From an optimization exercise on the open Yosys and OpenROAD flow, aimed at small area and a short achievable clock period; shortcuts taken in it are not production practice.
Only simulation tests tie the RTL to the original design; equivalence was not proved.
No activity file was given, so power comes from the tool's default toggle rates.

==> inputs of run D <==
Design top_cv, start of the top module:
module top_cv (
    input  wire clk,
    input  wire enc_rst_n,
    input  wire enc_in_valid,
    input  wire enc_bit_in,
    output wire enc_out_valid,
    output wire enc_y0,
    output wire enc_y1,
    input  wire       dec_rst,
    input  wire       dec_sym_valid,
    input  wire [1:0] dec_rx_sym,
    output wire       dec_bit_valid,
    output wire       dec_bit_out,
    output wire        ber_done,
    output wire [31:0] ber_bits,
    output wire [31:0] ber_errs
);
    convenc u_enc (
        .clk       (clk),
        .rst_n     (enc_rst_n),
        .in_valid  (enc_in_valid),
        .bit_in    (enc_bit_in),
        .out_valid (enc_out_valid),
        .y0        (enc_y0),
        .y1        (enc_y1)
    );
    wire early;
    viterbi_decoder_7_5 u_dec (
        .clk       (clk),
        .rst       (dec_rst),
        .sym_valid (dec_sym_valid),
        .rx_sym    (dec_rx_sym),
        .bit_valid (dec_bit_valid),
        .bit_out   (dec_bit_out),
        .early     (early)
    );
    reg  [3:0] pay_cnt;
    wire       pay_full = pay_cnt[3] & pay_cnt[1];
    always @(posedge clk or negedge enc_rst_n) begin
        if (!enc_rst_n)
            pay_cnt <= 4'd0;
        else if (enc_in_valid && !pay_full)
            pay_cnt <= pay_cnt + 4'd1;
    end
    wire [3:0] bits4, errs4;
    ber_tester u_ber (
        .clk           (clk),
        .rst           (dec_rst),
        .ref_in        (enc_in_valid & enc_bit_in & ~pay_full),
        .advance       (dec_sym_valid),
        .early         (early),
        .dec_valid     (dec_bit_valid),
        .dec_bit       (dec_bit_out),
        .done          (ber_done),
        .bits_compared (bits4),
        .bit_errors    (errs4)
    );
    assign ber_bits = {28'd0, bits4};
    assign ber_errs = {28'd0, errs4};
endmodule
clock: 12.0 ns
lec_check: 0
cap_margin: 20
core_margin: 2
core_utilization: 40
slew_margin: 20
synth_hierarchical: 1
standard.sh (not shown) runs the stock make flow with config.mk's settings and CLKGATE_MAP_FILE= SYNTH_SCRIPT=/design/flow/synth_recipe.tcl, a recipe that flattens the netlist after the stock synthesis.
==> flow/flow/run.sh <==
#!/bin/bash
# Layout flow: the standard flow (standard.sh, with the standard
# synthesis) with three changes:
#  - after floorplanning, half/full adder cells with an unused output are
#    replaced by the plain gate for the output that is used (fix_adders.tcl);
#  - clock tree synthesis inserts no dummy loads;
#  - ports are buffered with buf_2 cells rather than the default choice.
# Each tool's output goes to the ORFS logs under orfs/logs; make's own
# output goes to standard.log here.
set -euo pipefail
here=$(pwd)
export POST_FLOORPLAN_TCL="$here/flow/fix_adders.tcl"
export CTS_ARGS="-sink_clustering_enable -repair_clock_nets -dont_use_dummy_load -buf_list sky130_fd_sc_hd__clkbuf_8 -root_buf sky130_fd_sc_hd__clkbuf_8"
export BUFFER_PORTS_ARGS="-buffer_cell sky130_fd_sc_hd__buf_2"
export SETUP_SLACK_MARGIN=8.8
bash standard.sh > "$here/standard.log" 2>&1
==> flow/flow/fix_adders.tcl <==
# Half and full adder cells that synthesis left with one output unused are
# replaced by the plain gate for the output that is used (an unused cell
# output is a driver without parasitics, and the plain gate is smaller).
set block [ord::get_db_block]
set db [ord::get_db]

proc net_used {it} {
  set n [$it getNet]
  if {$n == "NULL" || $n == ""} { return 0 }
  return [expr {[llength [$n getITerms]] + [llength [$n getBTerms]] > 1}]
}

set k 0
foreach inst [$block getInsts] {
  set m [[$inst getMaster] getName]
  if {[regexp {^sky130_fd_sc_hd__(ha|fa)_\d+$} $m -> kind] == 0} { continue }
  set sum [$inst findITerm SUM]
  set cout [$inst findITerm COUT]
  set su [net_used $sum]
  set cu [net_used $cout]
  if {$su && $cu} { continue }
  set ins {}
  foreach p [expr {$kind eq "ha" ? {A B} : {A B CIN}}] {
    lappend ins [[$inst findITerm $p] getNet]
  }
  set out ""
  if {$su} {
    set cell [expr {$kind eq "ha" ? "sky130_fd_sc_hd__xor2_1" : "sky130_fd_sc_hd__xor3_1"}]
    set out [$sum getNet]
  } elseif {$cu} {
    set cell [expr {$kind eq "ha" ? "sky130_fd_sc_hd__and2_1" : "sky130_fd_sc_hd__maj3_1"}]
    set out [$cout getNet]
  }
  set name [$inst getName]
  foreach it [$inst getITerms] { $it disconnect }
  odb::dbInst_destroy $inst
  incr k
  if {$out eq ""} { continue }
  set new [odb::dbInst_create $block [$db findMaster $cell] "${name}_g"]
  set pins [expr {$kind eq "ha" ? {A B} : {A B C}}]
  foreach p $pins n $ins { [$new findITerm $p] connect $n }
  [$new findITerm X] connect $out
}
puts "fix_adders: replaced $k adder cells"
==> inputs of run Y, as changes to run D <==
--- a/flow/design.v
+++ b/flow/design.v
@@ -83,52 +83,52 @@
 module acs_table (
     input      [5:0] s,
     output reg [47:0] o    
 );
     always @(*) begin
         case (s)
             6'd0: o = {6'd3, 4'b0000, 2'd0, 6'd2, 4'b1000, 2'd0, 6'd2, 4'b0100, 2'd0, 6'd1, 4'b0000, 2'd0};
             6'd1: o = {6'd7, 4'b0000, 2'd0, 6'd6, 4'b0000, 2'd0, 6'd5, 4'b0000, 2'd0, 6'd4, 4'b0000, 2'd0};
-            6'd2: o = {6'd11, 4'b0000, 2'd0, 6'd10, 4'b0000, 2'd1, 6'd9, 4'b0000, 2'd1, 6'd8, 4'b0000, 2'd0};
-            6'd3: o = {6'd15, 4'b0000, 2'd1, 6'd14, 4'b0000, 2'd1, 6'd13, 4'b0000, 2'd1, 6'd12, 4'b0000, 2'd1};
+            6'd2: o = {6'd11, 4'b0000, 2'd0, 6'd10, 4'b0000, 2'd1, 6'd9, 4'b0000, 2'd1, 6'd15, 4'b0000, 2'd0};
+            6'd3: o = {6'd8, 4'b0000, 2'd1, 6'd14, 4'b0000, 2'd1, 6'd13, 4'b0000, 2'd1, 6'd12, 4'b0000, 2'd1};
             6'd4: o = {6'd7, 4'b0000, 2'd0, 6'd6, 4'b1000, 2'd0, 6'd5, 4'b0100, 2'd0, 6'd4, 4'b0000, 2'd0};
-            6'd5: o = {6'd11, 4'b0000, 2'd0, 6'd17, 4'b1000, 2'd1, 6'd16, 4'b0100, 2'd1, 6'd8, 4'b0000, 2'd0};
+            6'd5: o = {6'd11, 4'b0000, 2'd0, 6'd17, 4'b1000, 2'd1, 6'd16, 4'b0100, 2'd1, 6'd15, 4'b0000, 2'd0};
             6'd6: o = {6'd19, 4'b0001, 2'd0, 6'd10, 4'b0000, 2'd1, 6'd9, 4'b0000, 2'd1, 6'd18, 4'b0010, 2'd0};
-            6'd7: o = {6'd21, 4'b0001, 2'd1, 6'd14, 4'b0000, 2'd1, 6'd13, 4'b0000, 2'd1, 6'd20, 4'b0010, 2'd1};
-            6'd8: o = {6'd25, 4'b1101, 2'd0, 6'd24, 4'b1000, 2'd0, 6'd23, 4'b0100, 2'd0, 6'd22, 4'b1110, 2'd0};
+            6'd7: o = {6'd21, 4'b0001, 2'd1, 6'd14, 4'b0000, 2'd1, 6'd13, 4'b0000, 2'd1, 6'd34, 4'b0010, 2'd1};
+            6'd15: o = {6'd25, 4'b1101, 2'd0, 6'd20, 4'b1000, 2'd0, 6'd23, 4'b0100, 2'd0, 6'd22, 4'b1110, 2'd0};
             6'd9: o = {6'd29, 4'b1101, 2'd0, 6'd28, 4'b1000, 2'd3, 6'd27, 4'b0100, 2'd3, 6'd26, 4'b1110, 2'd0};
-            6'd10: o = {6'd22, 4'b0001, 2'd2, 6'd23, 4'b1011, 2'd2, 6'd24, 4'b0111, 2'd2, 6'd25, 4'b0010, 2'd2};
+            6'd10: o = {6'd22, 4'b0001, 2'd2, 6'd23, 4'b1011, 2'd2, 6'd20, 4'b0111, 2'd2, 6'd25, 4'b0010, 2'd2};
             6'd11: o = {6'd26, 4'b0001, 2'd2, 6'd27, 4'b1011, 2'd1, 6'd28, 4'b0111, 2'd1, 6'd29, 4'b0010, 2'd2};
             6'd12: o = {6'd18, 4'b1101, 2'd2, 6'd9, 4'b1111, 2'd3, 6'd10, 4'b1111, 2'd3, 6'd19, 4'b1110, 2'd2};
-            6'd13: o = {6'd20, 4'b1101, 2'd3, 6'd13, 4'b1111, 2'd3, 6'd14, 4'b1111, 2'd3, 6'd21, 4'b1110, 2'd3};
+            6'd13: o = {6'd34, 4'b1101, 2'd3, 6'd13, 4'b1111, 2'd3, 6'd14, 4'b1111, 2'd3, 6'd21, 4'b1110, 2'd3};
             6'd14: o = {6'd4, 4'b1111, 2'd2, 6'd5, 4'b1011, 2'd2, 6'd6, 4'b0111, 2'd2, 6'd7, 4'b1111, 2'd2};
-            6'd15: o = {6'd8, 4'b1111, 2'd2, 6'd16, 4'b1011, 2'd3, 6'd17, 4'b0111, 2'd3, 6'd11, 4'b1111, 2'd2};
+            6'd8: o = {6'd15, 4'b1111, 2'd2, 6'd16, 4'b1011, 2'd3, 6'd17, 4'b0111, 2'd3, 6'd11, 4'b1111, 2'd2};
             6'd16: o = {6'd30, 4'b1101, 2'd2, 6'd28, 4'b1000, 2'd3, 6'd27, 4'b0100, 2'd3, 6'd30, 4'b1110, 2'd0};
             6'd17: o = {6'd22, 4'b0001, 2'd2, 6'd30, 4'b1011, 2'd2, 6'd30, 4'b0111, 2'd2, 6'd25, 4'b0010, 2'd2};
             6'd18: o = {6'd25, 4'b0001, 2'd0, 6'd30, 4'b1000, 2'd0, 6'd30, 4'b0100, 2'd0, 6'd22, 4'b0010, 2'd0};
             6'd19: o = {6'd30, 4'b0001, 2'd2, 6'd27, 4'b1000, 2'd1, 6'd28, 4'b0100, 2'd1, 6'd30, 4'b0010, 2'd0};
-            6'd20: o = {6'd18, 4'b1101, 2'd2, 6'd9, 4'b1011, 2'd3, 6'd10, 4'b0111, 2'd3, 6'd19, 4'b1110, 2'd2};
-            6'd21: o = {6'd8, 4'b1101, 2'd2, 6'd16, 4'b1011, 2'd3, 6'd17, 4'b0111, 2'd3, 6'd11, 4'b1110, 2'd2};
-            6'd22: o = {6'd32, 4'b0000, 2'd0, 6'd23, 4'b1000, 2'd0, 6'd24, 4'b0100, 2'd0, 6'd31, 4'b0000, 2'd0};
+            6'd34: o = {6'd18, 4'b1101, 2'd2, 6'd9, 4'b1011, 2'd3, 6'd10, 4'b0111, 2'd3, 6'd19, 4'b1110, 2'd2};
+            6'd21: o = {6'd15, 4'b1101, 2'd2, 6'd16, 4'b1011, 2'd3, 6'd17, 4'b0111, 2'd3, 6'd11, 4'b1110, 2'd2};
+            6'd22: o = {6'd32, 4'b0000, 2'd0, 6'd23, 4'b1000, 2'd0, 6'd20, 4'b0100, 2'd0, 6'd31, 4'b0000, 2'd0};
             6'd23: o = {6'd33, 4'b0001, 2'd2, 6'd17, 4'b1000, 2'd1, 6'd16, 4'b0100, 2'd1, 6'd33, 4'b0010, 2'd0};
-            6'd24: o = {6'd19, 4'b0001, 2'd0, 6'd34, 4'b1000, 2'd1, 6'd34, 4'b0100, 2'd3, 6'd18, 4'b0010, 2'd0};
+            6'd20: o = {6'd19, 4'b0001, 2'd0, 6'd24, 4'b1000, 2'd1, 6'd24, 4'b0100, 2'd3, 6'd18, 4'b0010, 2'd0};
             6'd25: o = {6'd29, 4'b0001, 2'd0, 6'd36, 4'b0000, 2'd1, 6'd35, 4'b0000, 2'd1, 6'd26, 4'b0010, 2'd0};
             6'd26: o = {6'd33, 4'b1101, 2'd2, 6'd16, 4'b1000, 2'd3, 6'd17, 4'b0100, 2'd3, 6'd33, 4'b1110, 2'd0};
-            6'd27: o = {6'd31, 4'b1101, 2'd2, 6'd24, 4'b1011, 2'd2, 6'd23, 4'b0111, 2'd2, 6'd32, 4'b1110, 2'd2};
+            6'd27: o = {6'd31, 4'b1101, 2'd2, 6'd20, 4'b1011, 2'd2, 6'd23, 4'b0111, 2'd2, 6'd32, 4'b1110, 2'd2};
             6'd28: o = {6'd26, 4'b1101, 2'd2, 6'd35, 4'b1011, 2'd3, 6'd36, 4'b0111, 2'd3, 6'd29, 4'b1110, 2'd2};
-            6'd29: o = {6'd18, 4'b0001, 2'd2, 6'd34, 4'b1011, 2'd1, 6'd34, 4'b0111, 2'd3, 6'd19, 4'b0010, 2'd2};
-            6'd30: o = {6'd33, 4'b0001, 2'd2, 6'd34, 4'b1000, 2'd1, 6'd34, 4'b0100, 2'd3, 6'd33, 4'b0010, 2'd0};
+            6'd29: o = {6'd18, 4'b0001, 2'd2, 6'd24, 4'b1011, 2'd1, 6'd24, 4'b0111, 2'd3, 6'd19, 4'b0010, 2'd2};
+            6'd30: o = {6'd33, 4'b0001, 2'd2, 6'd24, 4'b1000, 2'd1, 6'd24, 4'b0100, 2'd3, 6'd33, 4'b0010, 2'd0};
             6'd31: o = {6'd7, 4'b0000, 2'd0, 6'd33, 4'b1000, 2'd0, 6'd33, 4'b0100, 2'd0, 6'd4, 4'b0000, 2'd0};
-            6'd32: o = {6'd34, 4'b0001, 2'd1, 6'd14, 4'b0000, 2'd1, 6'd13, 4'b0000, 2'd1, 6'd34, 4'b0010, 2'd1};
+            6'd32: o = {6'd24, 4'b0001, 2'd1, 6'd14, 4'b0000, 2'd1, 6'd13, 4'b0000, 2'd1, 6'd24, 4'b0010, 2'd1};
             6'd33: o = {6'd19, 4'b0001, 2'd0, 6'd17, 4'b1000, 2'd1, 6'd16, 4'b0100, 2'd1, 6'd18, 4'b0010, 2'd0};
-            6'd34: o = {6'd18, 4'b1101, 2'd2, 6'd16, 4'b1011, 2'd3, 6'd17, 4'b0111, 2'd3, 6'd19, 4'b1110, 2'd2};
-            6'd35: o = {6'd34, 4'b1101, 2'd3, 6'd13, 4'b1000, 2'd3, 6'd14, 4'b0100, 2'd3, 6'd34, 4'b1110, 2'd3};
+            6'd24: o = {6'd18, 4'b1101, 2'd2, 6'd16, 4'b1011, 2'd3, 6'd17, 4'b0111, 2'd3, 6'd19, 4'b1110, 2'd2};
+            6'd35: o = {6'd24, 4'b1101, 2'd3, 6'd13, 4'b1000, 2'd3, 6'd14, 4'b0100, 2'd3, 6'd24, 4'b1110, 2'd3};
             6'd36: o = {6'd4, 4'b0001, 2'd2, 6'd33, 4'b1011, 2'd2, 6'd33, 4'b0111, 2'd2, 6'd7, 4'b0010, 2'd2};
-            default: o = {48{1'b0}};
+            default: o = {6'd18, 4'b1101, 2'd2, 6'd9, 4'b1011, 2'd3, 6'd10, 4'b0111, 2'd3, 6'd19, 4'b1110, 2'd2};
         endcase
     end
 endmodule
 `timescale 1ns/1ps
 `default_nettype none
 module ber_tester (
     input  wire       clk,
     input  wire       rst,
==> flow/flow/run.sh (replaced) <==
#!/bin/bash
# Layout flow: the standard flow (standard.sh, with the standard
# synthesis) with these changes:
#  - after floorplanning, half/full adder cells with an unused output are
#    replaced by the plain gate for the output that is used (fix_adders.tcl);
#  - clock tree synthesis inserts no dummy loads;
#  - ports are buffered with buf_2 cells rather than the default choice;
#  - after global placement all constant outputs share one tie cell
#    (merge_ties.tcl);
#  - timing repair aims at a setup slack of 8.5 ns (SETUP_SLACK_MARGIN).
# Each tool's output goes to the ORFS logs under orfs/logs; make's own
# output goes to standard.log here.
set -euo pipefail
here=$(pwd)
export POST_FLOORPLAN_TCL="$here/flow/fix_adders.tcl"
export POST_GLOBAL_PLACE_TCL="$here/flow/merge_ties.tcl"
export CTS_ARGS="-sink_clustering_enable -repair_clock_nets -dont_use_dummy_load -buf_list sky130_fd_sc_hd__clkbuf_8 -root_buf sky130_fd_sc_hd__clkbuf_8"
export BUFFER_PORTS_ARGS="-buffer_cell sky130_fd_sc_hd__buf_2"
export SETUP_SLACK_MARGIN=8.5
bash standard.sh > "$here/standard.log" 2>&1
==> flow/flow/merge_ties.tcl (new file) <==
# All constant-0 loads are driven from one tie cell, and all constant-1 loads
# from one, instead of a tie cell per load (each tie cell also leaves its
# other output unused).
set block [ord::get_db_block]

proc tie_net {it} {
  set n [$it getNet]
  if {$n == "NULL" || $n == ""} { return "" }
  return $n
}

foreach pin {LO HI} other {HI LO} {
  set keep ""
  set gone 0
  foreach inst [$block getInsts] {
    if {[[$inst getMaster] getName] ne "sky130_fd_sc_hd__conb_1"} { continue }
    set n [tie_net [$inst findITerm $pin]]
    if {$n eq "" || [tie_net [$inst findITerm $other]] ne ""} { continue }
    if {$keep eq ""} { set keep $n; continue }
    foreach it [$n getITerms] {
      if {[$it getInst] eq $inst} { continue }
      $it disconnect
      $it connect $keep
    }
    foreach bt [$n getBTerms] {
      $bt disconnect
      $bt connect $keep
    }
    foreach it [$inst getITerms] { $it disconnect }
    odb::dbInst_destroy $inst
    odb::dbNet_destroy $n
    incr gone
  }
  puts "merge_ties: $pin: removed $gone tie cells"
}
==> inputs of run F, as changes to run D <==
--- a/flow/flow/run.sh
+++ b/flow/flow/run.sh
@@ -7,10 +7,10 @@
 #  - ports are buffered with buf_2 cells rather than the default choice.
 # Each tool's output goes to the ORFS logs under orfs/logs; make's own
 # output goes to standard.log here.
 set -euo pipefail
 here=$(pwd)
 export POST_FLOORPLAN_TCL="$here/flow/fix_adders.tcl"
 export CTS_ARGS="-sink_clustering_enable -repair_clock_nets -dont_use_dummy_load -buf_list sky130_fd_sc_hd__clkbuf_8 -root_buf sky130_fd_sc_hd__clkbuf_8"
 export BUFFER_PORTS_ARGS="-buffer_cell sky130_fd_sc_hd__buf_2"
-export SETUP_SLACK_MARGIN=8.8
+export SETUP_SLACK_MARGIN=8.5
 bash standard.sh > "$here/standard.log" 2>&1
==> comparison table <==
Status: run F no timing/DRC/antenna violations; run D no timing/DRC/antenna violations; run Y no timing/DRC/antenna violations
Post-Synth Simple-Gate Area: run F 0.07131; run D 0.07131; run Y 0.07302
Top achievable clock speed: run F 0.2903 GHz; run D 0.2903 GHz; run Y 0.2899 GHz
Die Area: run F 0.02331 mm^2; run D 0.02331 mm^2; run Y 0.02300 mm^2
Final hold slack: run F 427.6 ps; run D 406.1 ps; run Y 405.5 ps
Global-route wire length before repair: run F 29440 um; run D 29730 um; run Y 28510 um
Slack of the worst reg-to-reg path: run F 8690 ps; run D 8710 ps; run Y 8620 ps
HPWL after DPL: run F 10870 um; run D 10600 um; run Y 10480 um
Cell count after placement: run F 968; run D 968; run Y 917
Initial cell density of the core: run F 0.4065; run D 0.4065; run Y 0.4034
Number of distinct library cells after synthesis: run F 69; run D 69; run Y 67
Routed wire length on met2: run F 9207 um; run D 9523 um; run Y 8488 um
Multi-input combinational gate total: run F 494; run D 494; run Y 443
Final-layout clock-cell area share: run F 0.02545; run D 0.02432; run Y 0.02635
First-pass iteration count of the detailed router: run F 7; run D 5; run Y 5
Area growth syn-to-layout: run F 3.962%; run D 8.800%; run Y 1.793%
Share of the synthesized netlist area taken by xor and xnor gates: run F 0.01146; run D 0.01146; run Y 0.01162
Clock distribution power: run F 0.288 mW; run D 0.286 mW; run Y 0.287 mW
Post-layout total power: run F 1.693 mW; run D 1.727 mW; run Y 1.680 mW
Static power due to leakage: run F 3.174 nW; run D 3.383 nW; run Y 3.003 nW
Post-route worst setup slack: run F 8555 ps; run D 8556 ps; run Y 8551 ps
Total non-filler cell area in the finished layout: run F 0.009194 mm^2; run D 0.009622 mm^2; run Y 0.008879 mm^2
Number of nets in the final layout: run F 742; run D 772; run Y 689
Ratio of cells with drive above 1 in the final layout: run F 0.1266; run D 0.1816; run Y 0.1261
Filler-free cell count of the finished design: run F 999; run D 1029; run Y 946
Met3 Usage GRT: run F 0.03612; run D 0.03527; run Y 0.03802

==> port drivers added, routing unchanged <==
Ports are ideal in the flow. The routed layouts listed here were re-timed in OpenROAD. Step 1, drivers: a clkbuf_16 drives clk and a buf_2 each remaining input, both assumed. Step 2 also shifts input and output timing later by t, the mid clock arrival at the registers, as if the neighbouring blocks saw the same clock. Three values: no drivers, after step 1, after step 2; two values: the first two.
run	t, ns	setup WS [ns]	worst register clock-pin slew, ns
run D	0.449	8.556 / 8.505 / 8.056	0.09 / 0.09
run Y	0.453	8.551 / 8.523 / 8.070	0.10 / 0.10
run F	0.451	8.555 / 8.519 / 8.068	0.09 / 0.09
After both steps every run listed still meets setup and hold. The setup slack of run D, which loses most, moves by -0.051 ns with the drivers and by -0.500 ns with both steps.
